Source: an optimization exercise on an open RTL-to-GDS flow (aim: small area). Production flows keep margins and buffers that such runs may drop.
The RTL was checked by simulation tests, not by an equivalence proof against the original design.
Power figures rest on the tool's default switching activity, not on a simulated workload.

main:
## fir_lowpass
module fir_lowpass #(
    parameter DATA_WIDTH = 16
) (
    input signed [DATA_WIDTH-1:0] i2s_data_in,
    output reg signed [(DATA_WIDTH+16)-1:0] i2s_data_out,
    input clk,
    input resetn
);
export LEC_CHECK = 0
export CAP_MARGIN = 20
export CORE_MARGIN = 2
export CORE_UTILIZATION = 60
export CTS_CLUSTER_DIAMETER = 80
export CTS_CLUSTER_SIZE = 30
export GPL_TIMING_DRIVEN = 0
export PLACE_DENSITY = 0.7
export SLEW_MARGIN = 20
export SYNTH_HIERARCHICAL = 1
export SYNTH_MINIMUM_KEEP_SIZE = 0
create_clock -name core_clock -period 8.0 [get_ports {clk}]
standard.sh (not shown) runs the stock make flow with config.mk's settings and CLKGATE_MAP_FILE= SYNTH_SCRIPT=/design/flow/synth_recipe.tcl, a recipe that flattens the netlist after the stock synthesis.
==> flow/flow/run.sh <==
#!/bin/bash
set -euo pipefail
export CTS_ARGS="-sink_clustering_enable -repair_clock_nets -sink_clustering_size 24 -sink_clustering_max_diameter 60 -dont_use_dummy_load"
bash standard.sh finish > standard.log 2>&1
The final layout from main, which completed every stage, passed the timing, DRC and antenna checks at the end of the flow.
Here is what was changed in the inputs of the feature branch compared with main.
- PLACE_DENSITY now 0.8, was 0.7
- CORE_UTILIZATION now 70, was 60
==> flow/flow/run.sh <==
#!/bin/bash
set -euo pipefail
export CTS_ARGS="-sink_clustering_enable -repair_clock_nets -sink_clustering_size 18 -sink_clustering_max_diameter 55 -dont_use_dummy_load -buf_list sky130_fd_sc_hd__clkbuf_8"
export BUFFER_PORTS_ARGS="-buffer_cell sky130_fd_sc_hd__buf_1"
bash standard.sh finish > standard.log 2>&1
## What came out
Routed via count (lower): main
CTS buffer count in the feature branch vs main: up about 7%
The feature branch reports its launch point of the worst path as r6[0] while main reports r9[8].
Relative to main, peak ir drop on the vdd network has increased by 0.070 mV in the feature branch.
Setup TNS after final layout came out exactly the same in main and the feature branch.
Looking at final standard cell area without fillers across both flows, the feature branch is the stronger of the two, with main trailing.

---

indigo:
fir_lowpass again, from the RTL that the note above started with.
clock: 8.0 ns
lec_check: 0
cap_margin: 20
core_margin: 2
core_utilization: 60
cts_cluster_diameter: 80
cts_cluster_size: 30
gpl_timing_driven: 0
place_density: 0.7
slew_margin: 20
synth_hierarchical: 1
synth_minimum_keep_size: 0
==> flow/flow/run.sh <==
#!/bin/bash
set -euo pipefail
export CTS_ARGS="-sink_clustering_enable -repair_clock_nets -sink_clustering_size 20 -sink_clustering_max_diameter 60 -dont_use_dummy_load -buf_list sky130_fd_sc_hd__clkbuf_8"
export BUFFER_PORTS_ARGS="-buffer_cell sky130_fd_sc_hd__buf_1"
bash standard.sh finish > standard.log 2>&1
indigo has completed all stages; timing, DRC and antenna checks passed.
Setup changes, indigo to garnet
# indigo
export LEC_CHECK = 0
export CAP_MARGIN = 20
export CORE_MARGIN = 2
export CORE_UTILIZATION = 60
export CTS_CLUSTER_DIAMETER = 80
export CTS_CLUSTER_SIZE = 30
export GPL_TIMING_DRIVEN = 0
export PLACE_DENSITY = 0.7
export SLEW_MARGIN = 20
export SYNTH_HIERARCHICAL = 1
export SYNTH_MINIMUM_KEEP_SIZE = 0
create_clock -name core_clock -period 8.0 [get_ports {clk}]
# garnet
export LEC_CHECK = 0
export CAP_MARGIN = 20
export CORE_MARGIN = 2
export CORE_UTILIZATION = 70
export CTS_CLUSTER_DIAMETER = 80
export CTS_CLUSTER_SIZE = 30
export GPL_TIMING_DRIVEN = 0
export PLACE_DENSITY = 0.8
export SLEW_MARGIN = 20
export SYNTH_HIERARCHICAL = 1
export SYNTH_MINIMUM_KEEP_SIZE = 0
create_clock -name core_clock -period 8.0 [get_ports {clk}]
==> flow/flow/run.sh <==
#!/bin/bash
set -euo pipefail
export CTS_ARGS="-sink_clustering_enable -repair_clock_nets -sink_clustering_size 18 -sink_clustering_max_diameter 55 -dont_use_dummy_load -buf_list sky130_fd_sc_hd__clkbuf_8"
export BUFFER_PORTS_ARGS="-buffer_cell sky130_fd_sc_hd__buf_1"
bash standard.sh REMOVE_ABC_BUFFERS=1 finish > standard.log 2>&1
==> summary.txt <==
garnet completed every stage of the flow, and the final layout passed the timing, DRC and antenna checks.
Higher post-layout total power among garnet and indigo: garnet
Max via count across garnet and indigo: garnet
Comparing combinational power share for garnet and indigo, the bigger number came from indigo.
Routed wire length (garnet vs. indigo) decreases slightly
garnet: met1 wire length 3.7 mm below indigo
For the area growth from synthesis to final layout, garnet came in 0.32 points lower than indigo did.
Of garnet and indigo, it is garnet that has the lower count of plain and timing-repair buffers.
Modified inputs, tundra compared to garnet
# garnet
export LEC_CHECK = 0
export CAP_MARGIN = 20
export CORE_MARGIN = 2
export CORE_UTILIZATION = 70
export CTS_CLUSTER_DIAMETER = 80
export CTS_CLUSTER_SIZE = 30
export GPL_TIMING_DRIVEN = 0
export PLACE_DENSITY = 0.8
export SLEW_MARGIN = 20
export SYNTH_HIERARCHICAL = 1
export SYNTH_MINIMUM_KEEP_SIZE = 0
create_clock -name core_clock -period 8.0 [get_ports {clk}]
# tundra
export LEC_CHECK = 0
export CAP_MARGIN = 20
export CORE_MARGIN = 2
export CORE_UTILIZATION = 60
export CTS_CLUSTER_DIAMETER = 80
export CTS_CLUSTER_SIZE = 30
export GPL_TIMING_DRIVEN = 0
export PLACE_DENSITY = 0.7
export SLEW_MARGIN = 20
export SYNTH_HIERARCHICAL = 1
export SYNTH_MINIMUM_KEEP_SIZE = 0
create_clock -name core_clock -period 8.0 [get_ports {clk}]
==> flow/flow/run.sh <==
#!/bin/bash
set -euo pipefail
export CTS_ARGS="-sink_clustering_enable -repair_clock_nets -sink_clustering_size 20 -sink_clustering_max_diameter 60 -dont_use_dummy_load -buf_list sky130_fd_sc_hd__clkbuf_8"
bash standard.sh finish > standard.log 2>&1
## What came out
Relative to garnet, ratio of final minimum period to clock period has decreased by 0.32 points in tundra.
Post-layout total power came out lower on tundra than on garnet.
Across both runs, aggregate global-route resource usage was lower for tundra than for garnet.
In the tables for garnet and tundra, number of tap instances reads higher with tundra.
Compared with garnet, tundra has extra setup slack.
Signed area change from the synthesized netlist to the final layout: garnet and tundra compared, higher one is tundra
Looking at relative contribution of the clock network to total power, tundra sits 0.3 points below garnet.
tundra — sequential share of layout area 0.42 points lower, garnet as reference
Setup changes, tundra to raven
==> flow/flow/run.sh <==
#!/bin/bash
set -euo pipefail
export CTS_ARGS="-sink_clustering_enable -repair_clock_nets -sink_clustering_size 18 -sink_clustering_max_diameter 55 -dont_use_dummy_load -buf_list sky130_fd_sc_hd__clkbuf_8"
export BUFFER_PORTS_ARGS="-buffer_cell sky130_fd_sc_hd__buf_1"
bash standard.sh finish > standard.log 2>&1
==> comparison <==
raven: full flow OK, the timing, DRC and antenna checks passed
tundra vs raven, launch point of the critical path: r9[0] vs r5[0]
NOTE non-clock buffer count tundra->raven decreased by a few percent
Net total in the final layout: raven vs tundra — no meaningful difference
Diff tundra -> raven: overall power consumption rose 160 uW, weighted congestion at the end of routability-driven global placement fell about 1.9%, highest clock rate about even, number of levels the H-tree was split into rose 1, number of stages on the worst setup path fell 1.
Going from tundra to raven, power of the clock network up about 11%; clock period minus worst slack up 0.017 ns; cell-internal power up 44 uW; number of standard cells in the layout, taps in and fillers out flat.

---

fir_lowpass again, from the RTL that the note above started with.
## fir_lowpass
module fir_lowpass #(
    parameter DATA_WIDTH = 16
) (
    input signed [DATA_WIDTH-1:0] i2s_data_in,
    output reg signed [(DATA_WIDTH+16)-1:0] i2s_data_out,
    input clk,
    input resetn
);
  reg [15:0] r0;
  reg [15:0] r1;
  reg [15:0] r2;
  reg [15:0] r3;
  reg [15:0] r4;
  reg [15:0] r5;
  reg [15:0] r6;
  reg [15:0] r7;
  reg [15:0] r8;
  reg [15:0] r9;
  reg [15:0] r10;
  reg [15:0] r11;
  reg [15:0] r12;
  reg [15:0] r13;
  reg [15:0] r14;
  reg [15:0] r15;
  reg rst_d;
  reg rst_d2;
  reg q0_0;
  reg q1_0;
  reg q2_0;
  reg q3_0;
  reg q4_0;
  reg q4_1;
  reg q5_0;
  reg q6_0;
  reg q7_0;
  reg q8_0;
  reg q9_0;
  reg q10_0;
  reg q11_0;
  reg q12_0;
  reg q12_1;
  reg q13_0;
  reg q13_1;
  reg q14_0;
  reg q14_1;
  reg q15_0;
  reg q16_0;
  reg q17_0;
  reg q17_1;
  reg q18_0;
  reg q18_1;
  reg q19_0;
  reg q19_1;
  reg q20_0;
  reg q20_1;
  reg q21_0;
  reg q22_0;
  reg q23_0;
  reg q23_1;
  reg q24_0;
  reg q24_1;
  reg q25_0;
  reg q26_0;
  reg q26_1;
  reg q27_0;
  reg q27_1;
  reg q28_0;
  reg q29_0;
  reg q29_1;
  reg q30_0;
  wire n1 = ~r1[15];
  wire n2 = ~r15[15];
  wire s3, c4;
  fir_ha us3 (r1[0], r15[0], s3, c4);
  wire s5, c6;
  fir_fa us5 (r1[1], r15[1], c4, s5, c6);
  wire s7, c8;
  fir_fa us7 (r1[2], r15[2], c6, s7, c8);
  wire s9, c10;
  fir_fa us9 (r1[3], r15[3], c8, s9, c10);
  wire s11, c12;
  ...
Settings: LEC_CHECK=0, CAP_MARGIN=20, CORE_MARGIN=2, CORE_UTILIZATION=60, CTS_CLUSTER_DIAMETER=80, CTS_CLUSTER_SIZE=30, GPL_TIMING_DRIVEN=0, PLACE_DENSITY=0.7, SLEW_MARGIN=20, SYNTH_HIERARCHICAL=1, SYNTH_MINIMUM_KEEP_SIZE=0; clock period 8.0 ns.
==> flow/flow/run.sh <==
#!/bin/bash
set -euo pipefail
export CTS_ARGS="-sink_clustering_enable -repair_clock_nets -sink_clustering_size 16 -sink_clustering_max_diameter 50 -dont_use_dummy_load -buf_list sky130_fd_sc_hd__clkbuf_8"
export BUFFER_PORTS_ARGS="-buffer_cell sky130_fd_sc_hd__buf_1"
bash standard.sh finish > standard.log 2>&1
Rerun with:
==> flow/flow/run.sh (replaced) <==
#!/bin/bash
set -euo pipefail
export CTS_ARGS="-sink_clustering_enable -repair_clock_nets -sink_clustering_size 30 -sink_clustering_max_diameter 80 -dont_use_dummy_load"
bash standard.sh finish > standard.log 2>&1
After rerunning: The changed run finished with timing, DRC and antenna clean. Wire length decreases by 0.52%. Via count decreases by 1.2%. Flip-flop and latch count stays the same. Global-route usage decreases by 0.41 points. Register-to-register slack hardly moves.

[static timing again, ports no longer ideal]
The flow's constraints put no driver on any port. The routed layouts listed below were extracted and timed again, unchanged, in two steps.
Step 1 sets driving cells, clkbuf_16 on the clock port and buf_2 on the other inputs (assumed; they add their load-dependent delay and slew).
Step 2, shift: input delay + t, output delay - t, t = (earliest + latest rising clock arrival at the registers) / 2. This alone moves slack from input paths to output paths.
Slacks: ideal ports / drivers / drivers and shift; pairs: ideal ports / drivers.
run	shift t [ns]	slack for setup (ns)	hold slack, ns	worst slew at a driven data input, ns
main	0.621	0.260 / 0.260 / 0.260	0.321 / 0.321 / 0.321	0.04
the feature branch	0.680	0.209 / 0.209 / 0.209	0.301 / 0.301 / 0.301	0.03
indigo	0.675	0.231 / 0.231 / 0.231	0.294 / 0.294 / 0.294	0.03
garnet	0.683	0.191 / 0.191 / 0.191	0.277 / 0.277 / 0.277	0.04
tundra	0.668	0.217 / 0.217 / 0.217	0.284 / 0.284 / 0.284	0.04
raven	0.630	0.200 / 0.200 / 0.200	0.294 / 0.294 / 0.294	0.03
the first run of note 3	0.639	0.251 / 0.251 / 0.251	0.294 / 0.294 / 0.294	0.03
the second run of note 3	0.582	0.241 / 0.241 / 0.241	0.326 / 0.326 / 0.326	0.05
After both steps every run listed still meets setup and hold.
